This is an optimization exercise on Yosys and OpenROAD, whose aim is small area, not a production implementation.
Where RTL was checked, it was by simulation tests only, not by an equivalence proof against the original.
The clock port is modelled as an ideal driver, which makes a skipped or thinned clock tree look cheaper than it is; a real chip needs a root buffer or a tree.
No activity file was given, so power comes from the tool's default toggle rates.

## run G
==> module MultTop_seq, before the edit <==
module MultTop_seq(input wire clk, input wire reset, input wire m_enable,
                   input wire [7:0] a, input wire [7:0] b,
                   output wire [3:0] an, output wire [7:0] seg);
    reg  [3:0]  mc;
    reg         rv;       
    reg  [7:0]  ar;       
    reg  [15:0] p;        
    wire m_idle = (mc == 4'd0);
    wire m_done = (mc == 4'd5);
    wire m_first = (mc == 4'd1);
    wire [7:0] addend = ar & {8{p[0]}};
    wire [8:0] cy;
    wire [7:0] sm;
    assign cy[0] = 1'b0;
    genvar gi;
    generate for (gi = 0; gi < 8; gi = gi + 1) begin : rca
        assign sm[gi] = p[8+gi] ^ addend[gi] ^ cy[gi];
        assign cy[gi+1] = (p[8+gi] & addend[gi]) | (cy[gi] & (p[8+gi] ^ addend[gi]));
    end endgenerate
    wire [8:0] sum = {cy[8], sm};
    reg  [1:0]  ph;
    reg  [3:0]  ix;
    wire ph_a = (ph == 2'd1);
    wire ph_s = (ph == 2'd3);
    wire ix0 = (ix == 4'd0);
    wire ix15 = (ix == 4'd15);
    reg  [15:0] cp;       
    reg  [15:0] l;        
    wire c_idle = ~ph[0];
    reg         cz;       
    wire diff = cz ? (p != 16'd0) : (p != cp);
    wire cp_load = m_idle & rv & diff & (c_idle | (m_enable & ph_s & ix15));
    wire start = c_idle & rv & (m_first | diff);
    wire step = ph_s;
    wire clr = reset | (ph_s & ix0);
    wire sbit = cp[~ix] & ~reset;
    wire [15:0] li = clr ? 16'd0 : l;
    function [3:0] add3(input [3:0] d);
        add3 = {d[3] | (d[2] & (d[1] | d[0])),
                (d[3] & d[0]) | (d[2] & ~d[1] & ~d[0]),
                (d[3] & ~d[0]) | (~d[2] & d[1]) | (d[1] & d[0]),
                (d[3] & ~d[0]) | (~d[3] & ~d[2] & d[0]) | (d[2] & d[1] & ~d[0])};
    endfunction
    wire [15:0] la = {add3(li[15:12]), add3(li[11:8]), add3(li[7:4]), add3(li[3:0])};
    always @(posedge clk) begin
        if (reset) mc <= 4'd0;
        else if (m_idle) mc <= {3'd0, m_enable};
        else if (m_done) mc <= 4'd0;
        else mc <= {mc[2:0], mc[3] ^ mc[2] ^ ~|mc[2:0]};
    end
    always @(posedge clk) begin
        if (reset) rv <= 1'b0;
        else if (m_done) rv <= 1'b1;
        else if (m_first) rv <= 1'b0;
        else if (m_idle & m_enable) rv <= rv & diff & ph_s & ix15;
    end
    always @(posedge clk) begin
        if (m_idle) begin
            ar <= a;
            if (m_enable) p <= {8'd0, b};
        end else if (!m_done) begin
            p <= {sum, p[7:1]};
        end
    end
    always @(posedge clk) begin
        if (reset) ph <= 2'd0;
        else if (c_idle) ph <= {1'b0, start};
        else if (ix15) ph <= {1'b1, ~ph[1]};
        ix <= ph[0] ? ix + 4'd1 : 4'd0;
    end
    always @(posedge clk) begin
        if (cp_load) cp <= p;
        if (reset) cz <= 1'b1;
        else if (cp_load) cz <= 1'b0;
    end
    always @(posedge clk) begin
        if (step | reset) l <= {la[14:0], sbit};
    end
    reg [9:0] lo;
    reg [1:0] sel;
    reg       q;
    wire z9 = ~|lo[8:0];
    wire lend = lo[9] & z9;
    always @(posedge clk or posedge reset) begin
        if (reset) lo <= 10'd0;
        else lo <= {lo[8:0], lo[9] ^ lo[6] ^ z9};
    end
    wire sw = q | (lend & ~(&sel));
    wire [1:0] sel_n = reset ? 2'd0 : sel + {1'b0, sw};
    always @(posedge clk) begin
        sel <= sel_n;
        q <= lend & (&sel);
    end
    reg [3:0] d;
    reg [3:0] sv;
    wire capm = ph_a & ~ix0;
    wire holdm = ph[1];
    wire [1:0] idx = sel + {1'b0, sw | capm};
    reg [3:0] mx;
    always @(*) begin
        case (idx)
            2'd0: mx = l[3:0];
            2'd1: mx = l[7:4];
            2'd2: mx = l[11:8];
            default: mx = l[15:12];
        endcase
    end
    always @(posedge clk) begin
        if (capm) sv <= mx;
        if (reset) d <= 4'd0;
        else if (holdm) begin
            if (sw) d <= sv;
        end else if (sw | ~capm) d <= mx;
    end
    function [7:0] segdec(input [3:0] v);
        reg p7;
        begin
            p7 = ~v[1] & ~v[3] & (v[2] ^ v[0]);
            segdec = {p7,
                      v[2] & (v[1] ^ v[0]),
                      v[1] & ~v[2] & ~v[0],
                      p7 | (v[2] & v[1] & v[0]),
                      v[0] | (v[2] & ~v[1]),
                      ~v[3] & ((v[1] & v[0]) | (~v[2] & (v[1] | v[0]))),
                      ~v[3] & (v[2] ? (v[1] & v[0]) : ~v[1]),
                      ~(v[3] & (v[2] | v[1]))};
        end
    endfunction
    assign seg = segdec(d);
    assign an = ~(4'd1 << sel);
endmodule
==> flow/config.mk <==
export PLATFORM = sky130hd
export DESIGN_NAME = MultTop_seq
export DESIGN_NICKNAME = MultTop_seq
export VERILOG_FILES = /design/flow/design.v
export SDC_FILE = /design/flow/constraint.sdc
export NUM_CORES = 4
export LEC_CHECK = 0
export CAP_MARGIN = 20
export CORE_MARGIN = 2
export CORE_UTILIZATION = 70
export PLACE_DENSITY = 0.85
export SLEW_MARGIN = 20
==> flow/constraint.sdc <==
create_clock -name core_clock -period 10.0 [get_ports {clk}]
set_input_delay 2.0000 -clock core_clock [delete_from_list [all_inputs] [get_ports {clk}]]
set_output_delay 2.0000 -clock core_clock [all_outputs]
set_load 0.01 [all_outputs]
standard.sh (not shown) runs the stock make flow with config.mk's settings and CLKGATE_MAP_FILE= SYNTH_SCRIPT=/design/flow/synth_recipe.tcl, a recipe that flattens the netlist after the stock synthesis.
==> flow/flow/run.sh <==
#!/bin/bash
set -euo pipefail
W=$PWD
{ head -n 1 synth_recipe.tcl; cat flow/abc_override.tcl; tail -n +2 synth_recipe.tcl; } > my_synth.tcl
sed "s#SYNTH_SCRIPT=[^ ]*#SYNTH_SCRIPT=$W/my_synth.tcl#" standard.sh > my_standard.sh
grep -q "SYNTH_SCRIPT=$W/my_synth.tcl" my_standard.sh
export MY_ABC_SCRIPT=$W/flow/area.abc
export BUFFER_PORTS_ARGS="-buffer_cell sky130_fd_sc_hd__buf_1"
export PRE_CTS_TCL=$W/flow/pre_cts.tcl
export MY_NBUF=8
export MY_BUFCELL=sky130_fd_sc_hd__clkbuf_4
export MY_ROOT=sky130_fd_sc_hd__clkbuf_4
bash my_standard.sh > standard.log 2>&1
Other scripts of this flow, unchanged in this note and not shown: flow/flow/abc_override.tcl, flow/flow/area.abc, flow/flow/pre_cts.tcl
Looking at the reports, run G completed the entire flow and the layout it produced met the timing, design-rule and antenna checks.
--- input diff run G..run P ---
--- a/flow/design.v
+++ b/flow/design.v
@@ -15,8 +15,7 @@
     assign cy[0] = 1'b0;
     genvar gi;
     generate for (gi = 0; gi < 8; gi = gi + 1) begin : rca
-        assign sm[gi] = p[8+gi] ^ addend[gi] ^ cy[gi];
-        assign cy[gi+1] = (p[8+gi] & addend[gi]) | (cy[gi] & (p[8+gi] ^ addend[gi]));
+        assign {cy[gi+1], sm[gi]} = p[8+gi] + addend[gi] + cy[gi];
     end endgenerate
     wire [8:0] sum = {cy[8], sm};
     reg  [1:0]  ph;
@@ -64,10 +63,14 @@
         end
     end
     always @(posedge clk) begin
-        if (reset) ph <= 2'd0;
-        else if (c_idle) ph <= {1'b0, start};
-        else if (ix15) ph <= {1'b1, ~ph[1]};
-        ix <= ph[0] ? ix + 4'd1 : 4'd0;
+        if (reset) begin
+            ph <= 2'd0;
+            ix <= 4'd0;
+        end else begin
+            if (c_idle) ph <= {1'b0, start};
+            else if (ix15) ph <= {1'b1, ~ph[1]};
+            if (ph[0]) ix <= ix + 4'd1;
+        end
     end
     always @(posedge clk) begin
         if (cp_load) cp <= p;
Findings:
In the reports for run P and run G, the smaller multi-input gate share of total cell area belongs to run G. | multiplexer fraction of the synthesized cell area | run P vs run G | 0.22 points higher |. When run P is set beside run G, its maximum ir drop on the vdd rail turns out to be 7.1% larger. Against run G, area after synthesis in run P came out worse. Number of buffers inserted for hold repair after clock tree synthesis: run G vs run P identical. Relative to run G, the routed wire length of run P is higher by 3.8%. Between run G and run P, the cell count went down. Run P: smallest setup slack after layout 0.53 ns below run G. Compared with run G, run P shows a data required time of the critical path that is 2.26 ns higher. First-iteration DRC count of run P exceeds that of run G by more than half. Between run P and run G, combinational fraction of design power is higher for run P, run G comes in under that. Worst-case hold slack improves in run P relative to run G. Summary: with run G as the reference, highest attainable clock frequency in run P moved down by more than 10%. Run P -> run G: flip-flop and latch count after synthesis delta 0, exact match.
Function not checked in run P: the RTL went through the layout flow alone. No run of this note takes its clock network from TritonCTS; it comes from the design's own scripts or RTL.


Another version of the RTL of MultTop_seq (not shown whole).
For scale: ~360 cells after synthesis, roughly 0.0041 mm^2 of cells after synthesis.
==> module MultTop_seq, before the edit <==
module MultTop_seq(input wire clk, input wire reset, input wire m_enable,
                   input wire [7:0] a, input wire [7:0] b,
                   output wire [3:0] an, output wire [7:0] seg);
    reg  [3:0]  mc;
    reg         rv;       
    reg  [7:0]  ar;       
    reg  [15:0] p;        
    wire m_idle = (mc == 4'd0);
    wire m_done = (mc == 4'd5);
    wire m_first = (mc == 4'd1);
    wire [7:0] addend = ar & {8{p[0]}};
    wire [8:0] cy;
    wire [7:0] sm;
    assign cy[0] = 1'b0;
    genvar gi;
    generate for (gi = 0; gi < 8; gi = gi + 1) begin : rca
        assign sm[gi] = p[8+gi] ^ addend[gi] ^ cy[gi];
        assign cy[gi+1] = (p[8+gi] & addend[gi]) | (cy[gi] & (p[8+gi] ^ addend[gi]));
    end endgenerate
    wire [8:0] sum = {cy[8], sm};
    reg  [1:0]  ph;
    reg  [3:0]  ix;
    wire ph_a = (ph == 2'd1);
    wire ph_s = (ph == 2'd3);
    wire ix0 = (ix == 4'd0);
    wire ix15 = (ix == 4'd15);
    reg  [15:0] cp;       
    reg  [15:0] l;        
    wire c_idle = ~ph[0];
    reg         cz;       
    wire diff = cz ? (p != 16'd0) : (p != cp);
    wire cp_load = m_idle & rv & diff & (c_idle | (m_enable & ph_s & ix15));
    wire start = c_idle & rv & (m_first | diff);
    wire step = ph_s;
    wire clr = reset | (ph_s & ix0);
    wire sbit = cp[~ix] & ~reset;
    wire [15:0] li = clr ? 16'd0 : l;
    function [3:0] add3(input [3:0] d);
        add3 = {d[3] | (d[2] & (d[1] | d[0])),
                (d[3] & d[0]) | (d[2] & ~d[1] & ~d[0]),
                (d[3] & ~d[0]) | (~d[2] & d[1]) | (d[1] & d[0]),
                (d[3] & ~d[0]) | (~d[3] & ~d[2] & d[0]) | (d[2] & d[1] & ~d[0])};
    endfunction
    wire [15:0] la = {add3(li[15:12]), add3(li[11:8]), add3(li[7:4]), add3(li[3:0])};
    always @(posedge clk) begin
        if (reset) mc <= 4'd0;
        else if (m_idle) mc <= {3'd0, m_enable};
        else if (m_done) mc <= 4'd0;
        else mc <= {mc[2:0], mc[3] ^ mc[2] ^ ~|mc[2:0]};
    end
    always @(posedge clk) begin
        if (reset) rv <= 1'b0;
        else if (m_done) rv <= 1'b1;
        else if (m_first) rv <= 1'b0;
        else if (m_idle & m_enable) rv <= rv & diff & ph_s & ix15;
    end
    always @(posedge clk) begin
        if (m_idle) begin
            ar <= a;
            if (m_enable) p <= {8'd0, b};
        end else if (!m_done) begin
            p <= {sum, p[7:1]};
        end
    end
    always @(posedge clk) begin
        if (reset) begin
            ph <= 2'd0;
            ix <= 4'd0;
        end else begin
            if (c_idle) ph <= {1'b0, start};
            else if (ix15) ph <= {1'b1, ~ph[1]};
            if (ph[0]) ix <= ix + 4'd1;
        end
    end
    always @(posedge clk) begin
        if (cp_load) cp <= p;
        if (reset) cz <= 1'b1;
        else if (cp_load) cz <= 1'b0;
    end
    always @(posedge clk) begin
        if (step | reset) l <= {la[14:0], sbit};
    end
    reg [9:0] lo;
    reg [1:0] sel;
    reg       q;
    wire z9 = ~|lo[8:0];
    wire lend = lo[9] & z9;
    always @(posedge clk or posedge reset) begin
        if (reset) lo <= 10'd0;
        else lo <= {lo[8:0], lo[9] ^ lo[6] ^ z9};
    end
    wire sw = q | (lend & ~(&sel));
    wire [1:0] sel_n = reset ? 2'd0 : sel + {1'b0, sw};
    always @(posedge clk) begin
        sel <= sel_n;
        q <= lend & (&sel);
    end
    reg [3:0] d;
    reg [3:0] sv;
    wire capm = ph_a & ~ix0;
    wire holdm = ph[1];
    wire [1:0] idx = sel + {1'b0, sw | capm};
    reg [3:0] mx;
    always @(*) begin
        case (idx)
            2'd0: mx = l[3:0];
            2'd1: mx = l[7:4];
            2'd2: mx = l[11:8];
            default: mx = l[15:12];
        endcase
    end
    always @(posedge clk) begin
        if (capm) sv <= mx;
        if (reset) d <= 4'd0;
        else if (holdm) begin
            if (sw) d <= sv;
        end else if (sw | ~capm) d <= mx;
    end
    function [7:0] segdec(input [3:0] v);
        reg p7;
        begin
            p7 = ~v[1] & ~v[3] & (v[2] ^ v[0]);
            segdec = {p7,
                      v[2] & (v[1] ^ v[0]),
                      v[1] & ~v[2] & ~v[0],
                      p7 | (v[2] & v[1] & v[0]),
                      v[0] | (v[2] & ~v[1]),
                      ~v[3] & ((v[1] & v[0]) | (~v[2] & (v[1] | v[0]))),
                      ~v[3] & (v[2] ? (v[1] & v[0]) : ~v[1]),
                      ~(v[3] & (v[2] | v[1]))};
        end
    endfunction
    assign seg = segdec(d);
    assign an = ~(4'd1 << sel);
endmodule
==> flow/config.mk <==
export PLATFORM = sky130hd
export DESIGN_NAME = MultTop_seq
export DESIGN_NICKNAME = MultTop_seq
export VERILOG_FILES = /design/flow/design.v
export SDC_FILE = /design/flow/constraint.sdc
export NUM_CORES = 4
export LEC_CHECK = 0
export CAP_MARGIN = 0
export CORE_MARGIN = 2
export CORE_UTILIZATION = 70
export PLACE_DENSITY = 0.85
export SLEW_MARGIN = 0
==> flow/constraint.sdc <==
create_clock -name core_clock -period 10.0 [get_ports {clk}]
set_input_delay 2.0000 -clock core_clock [delete_from_list [all_inputs] [get_ports {clk}]]
set_output_delay 2.0000 -clock core_clock [all_outputs]
set_load 0.01 [all_outputs]
Scripts as last shown in full above: flow/flow/run.sh
Other scripts of this flow, unchanged in this note and not shown: flow/flow/abc_override.tcl, flow/flow/area.abc, flow/flow/pre_cts.tcl
Change:
--- a/flow/design.v
+++ b/flow/design.v
@@ -28,11 +28,11 @@
     reg  [15:0] cp;       
     reg  [15:0] l;        
     wire c_idle = ~ph[0];
     reg         cz;       
     wire diff = cz ? (p != 16'd0) : (p != cp);
-    wire cp_load = m_idle & rv & diff & (c_idle | (m_enable & ph_s & ix15));
+    wire cp_load = m_idle & rv & (c_idle | (m_enable & ph_s & ix15));
     wire start = c_idle & rv & (m_first | diff);
     wire step = ph_s;
     wire clr = reset | (ph_s & ix0);
     wire sbit = cp[~ix] & ~reset;
     wire [15:0] li = clr ? 16'd0 : l;
The changed run completed with no timing, DRC or antenna violations.
Utilization went up by 0.52 points.
Setup slack got worse by 0.073 ns.
Global-route usage rises by 1.5 points.
Fmax is lower by 1.8%.
Final cell count went down by 3.6%.
Worst hold slack stays flat.
Function not checked in the second run of this note: the RTL went through the layout flow alone. No run of this note takes its clock network from TritonCTS; it comes from the design's own scripts or RTL.


The RTL this note starts from:
==> flow/design.v <==
`timescale 1ns / 1ps
module MultTop_seq(input wire clk, input wire reset, input wire m_enable,
                   input wire [7:0] a, input wire [7:0] b,
                   output wire [3:0] an, output wire [7:0] seg);
    reg  [3:0]  mc;
    reg         rv;       
    reg  [7:0]  ar;       
    reg  [15:0] p;        
    wire m_idle = (mc == 4'd0);
    wire m_done = (mc == 4'd9);
    wire m_first = (mc == 4'd1);
    wire [8:0] sum = {1'b0, p[15:8]} + (p[0] ? ar : 8'd0);
    reg  [5:0]  cnt;
    reg  [15:0] cp;       
    reg  [15:0] l;        
    wire c_idle = (cnt == 6'd0) | (cnt == 6'd33);
    wire diff = (p != cp);
    wire cp_load = m_idle & rv & diff & (c_idle | (m_enable & (cnt == 6'd32)));
    wire start = c_idle & rv & (m_first | diff);
    wire step = (cnt[5:4] == 2'b01);
    wire clr = reset | (step & (cnt[3:0] == 4'd0));
    wire sbit = cp[~cnt[3:0]] & ~reset;
    wire [15:0] li = clr ? 16'd0 : l;
    function [3:0] add3(input [3:0] d);
        add3 = (d >= 4'd5) ? d + 4'd3 : d;
    endfunction
    wire [15:0] la = {add3(li[15:12]), add3(li[11:8]), add3(li[7:4]), add3(li[3:0])};
    always @(posedge clk) begin
        if (reset) mc <= 4'd0;
        else if (m_idle) mc <= {3'd0, m_enable};
        else if (m_done) mc <= 4'd0;
        else mc <= mc + 4'd1;
    end
    always @(posedge clk) begin
        if (reset) rv <= 1'b0;
        else if (m_done) rv <= 1'b1;
        else if (m_first) rv <= 1'b0;
        else if (m_idle & m_enable) rv <= rv & diff & (cnt == 6'd32);
    end
    always @(posedge clk) begin
        if (m_idle) begin
            ar <= a;
            if (m_enable) p <= {8'd0, b};
        end else if (!m_done) begin
            p <= {sum, p[7:1]};
        end
    end
    always @(posedge clk or posedge reset) begin
        if (reset) cnt <= 6'd0;
        else if (c_idle) cnt <= {5'd0, start};
        else cnt <= cnt + 6'd1;
    end
    always @(posedge clk or posedge reset) begin
        if (reset) cp <= 16'd0;
        else if (cp_load) cp <= p;
    end
    always @(posedge clk) begin
        if (step | reset) l <= {la[14:0], sbit};
    end
    reg [9:0] lo;
    reg [1:0] sel;
    reg       q;
    wire z9 = ~|lo[8:0];
    wire lend = lo[9] & z9;
    always @(posedge clk or posedge reset) begin
        if (reset) lo <= 10'd0;
        else lo <= {lo[8:0], lo[9] ^ lo[6] ^ z9};
    end
    wire sw = q | (lend & ~(&sel));
    wire [1:0] sel_n = reset ? 2'd0 : sel + {1'b0, sw};
    always @(posedge clk) begin
        sel <= sel_n;
        q <= lend & (&sel);
    end
    reg [3:0] d;
    reg [3:0] sv;
    wire capm = (cnt >= 6'd2) & (cnt <= 6'd15);
    wire holdm = (cnt >= 6'd16);
    wire [1:0] idx = sel + {1'b0, sw | capm};
    reg [3:0] mx;
    always @(*) begin
        case (idx)
            2'd0: mx = l[3:0];
            2'd1: mx = l[7:4];
            2'd2: mx = l[11:8];
            default: mx = l[15:12];
        endcase
    end
    always @(posedge clk) begin
        if (capm) sv <= mx;
        if (reset) d <= 4'd0;
        else if (holdm) begin
            if (sw) d <= sv;
        end else if (sw | ~capm) d <= mx;
    end
    wire [3:0] d_ = d;
    wire b7 = ~d_[1] & ~d_[3] & (d_[2] ^ d_[0]);
    wire b6 = d_[2] & (d_[1] ^ d_[0]);
    wire b5 = d_[1] & ~d_[2] & ~d_[0];
    wire b4 = b7 | (d_[2] & d_[1] & d_[0]);
    wire b3 = d_[0] | (d_[2] & ~d_[1]);
    wire b2 = ~d_[3] & ((d_[1] & d_[0]) | (~d_[2] & (d_[1] | d_[0])));
    wire b1 = ~d_[3] & (d_[2] ? (d_[1] & d_[0]) : ~d_[1]);
    wire [7:0] s = {b7, b6, b5, b4, b3, b2, b1, 1'b1};
    assign seg = s;
    assign an = ~(4'd1 << sel);
endmodule
export LEC_CHECK = 0
export CAP_MARGIN = 20
export CORE_MARGIN = 2
export CORE_UTILIZATION = 40
export SLEW_MARGIN = 20
create_clock -name core_clock -period 10.0 [get_ports {clk}]
==> flow/flow/run.sh <==
#!/bin/bash
export BUFFER_PORTS_ARGS="-buffer_cell sky130_fd_sc_hd__buf_1"
export CTS_ARGS="-sink_clustering_enable -repair_clock_nets -buf_list sky130_fd_sc_hd__clkbuf_8 -dont_use_dummy_load"
bash standard.sh > standard.log 2>&1
Rerun with:
--- a/flow/design.v
+++ b/flow/design.v
@@ -8,22 +8,35 @@
     reg  [15:0] p;        
     wire m_idle = (mc == 4'd0);
     wire m_done = (mc == 4'd9);
     wire m_first = (mc == 4'd1);
-    wire [8:0] sum = {1'b0, p[15:8]} + (p[0] ? ar : 8'd0);
+    wire [7:0] addend = ar & {8{p[0]}};
+    wire [8:0] cy;
+    wire [7:0] sm;
+    assign cy[0] = 1'b0;
+    genvar gi;
+    generate for (gi = 0; gi < 8; gi = gi + 1) begin : rca
+        assign sm[gi] = p[8+gi] ^ addend[gi] ^ cy[gi];
+        assign cy[gi+1] = (p[8+gi] & addend[gi]) | (cy[gi] & (p[8+gi] ^ addend[gi]));
+    end endgenerate
+    wire [8:0] sum = {cy[8], sm};
     reg  [5:0]  cnt;
     reg  [15:0] cp;       
     reg  [15:0] l;        
     wire c_idle = (cnt == 6'd0) | (cnt == 6'd33);
-    wire diff = (p != cp);
+    reg         cz;       
+    wire diff = cz ? (p != 16'd0) : (p != cp);
     wire cp_load = m_idle & rv & diff & (c_idle | (m_enable & (cnt == 6'd32)));
     wire start = c_idle & rv & (m_first | diff);
     wire step = (cnt[5:4] == 2'b01);
     wire clr = reset | (step & (cnt[3:0] == 4'd0));
     wire sbit = cp[~cnt[3:0]] & ~reset;
     wire [15:0] li = clr ? 16'd0 : l;
     function [3:0] add3(input [3:0] d);
-        add3 = (d >= 4'd5) ? d + 4'd3 : d;
+        add3 = {d[3] | (d[2] & (d[1] | d[0])),
+                (d[3] & d[0]) | (d[2] & ~d[1] & ~d[0]),
+                (d[3] & ~d[0]) | (~d[2] & d[1]) | (d[1] & d[0]),
+                (d[3] & ~d[0]) | (~d[3] & ~d[2] & d[0]) | (d[2] & d[1] & ~d[0])};
     endfunction
     wire [15:0] la = {add3(li[15:12]), add3(li[11:8]), add3(li[7:4]), add3(li[3:0])};
     always @(posedge clk) begin
         if (reset) mc <= 4'd0;
@@ -44,16 +57,17 @@
         end else if (!m_done) begin
             p <= {sum, p[7:1]};
         end
     end
-    always @(posedge clk or posedge reset) begin
+    always @(posedge clk) begin
         if (reset) cnt <= 6'd0;
         else if (c_idle) cnt <= {5'd0, start};
         else cnt <= cnt + 6'd1;
     end
-    always @(posedge clk or posedge reset) begin
-        if (reset) cp <= 16'd0;
-        else if (cp_load) cp <= p;
+    always @(posedge clk) begin
+        if (cp_load) cp <= p;
+        if (reset) cz <= 1'b1;
+        else if (cp_load) cz <= 1'b0;
     end
     always @(posedge clk) begin
         if (step | reset) l <= {la[14:0], sbit};
     end
Effect: Worst setup slack improves by 0.26 ns. Wire length falls by about 5.6%. Final area decreases by 5.5%. Critical path depth goes up by 6. Flip-flop and latch count is higher by 1. Synthesized cell count falls by 8.2%. Clock skew climbs by 0.013 ns. Global-route usage rose by 0.42 points. Hold slack barely changes. Sequential share of layout area is higher by 4.2 points.
For the first run of this note, only the layout was checked, not whether the RTL still works.

static timing again, ports no longer ideal:
Ports are ideal in the flow. The routed layouts listed here were re-timed in OpenROAD.
Step 1: set_driving_cell puts a clkbuf_16 on clk and a buf_2 on each other input, an assumption about the parent block.
Step 2 times the ports against the registers' clock, not the clock port: input delays grow and output delays shrink by t, the midpoint of the rising clock arrivals with the driver on.
a / b / c = no drivers / after step 1 / after step 2; a / b = the first two.
| run | t, ns | setup WS [ns] | slew at the worst register clock pin (ns) | pins driven straight from the clock port |
|---|---|---|---|---|
| run G | 0.445 | 6.245 / 6.218 / 5.807 | 0.12 / 0.12 | 1 |
| run P | 0.449 | 5.717 / 5.717 / 5.496 | 0.12 / 0.12 | 1 |
| the first run of note 2 | 0.434 | 6.069 / 6.065 / 5.631 | 0.11 / 0.11 | 1 |
| the second run of note 2 | 0.451 | 5.997 / 5.994 / 5.543 | 0.12 / 0.12 | 1 |
| the first run of note 3 | 0.391 | 6.205 / 6.212 / 5.822 | 0.09 / 0.09 | 1 |
| the second run of note 3 | 0.396 | 6.464 / 6.464 / 6.464 | 0.10 / 0.10 | 1 |
After both steps setup and hold are still met in every run listed. For the second run of note 2, which loses most, drivers alone change the setup slack by -0.003 ns; drivers and shift together by -0.454 ns.
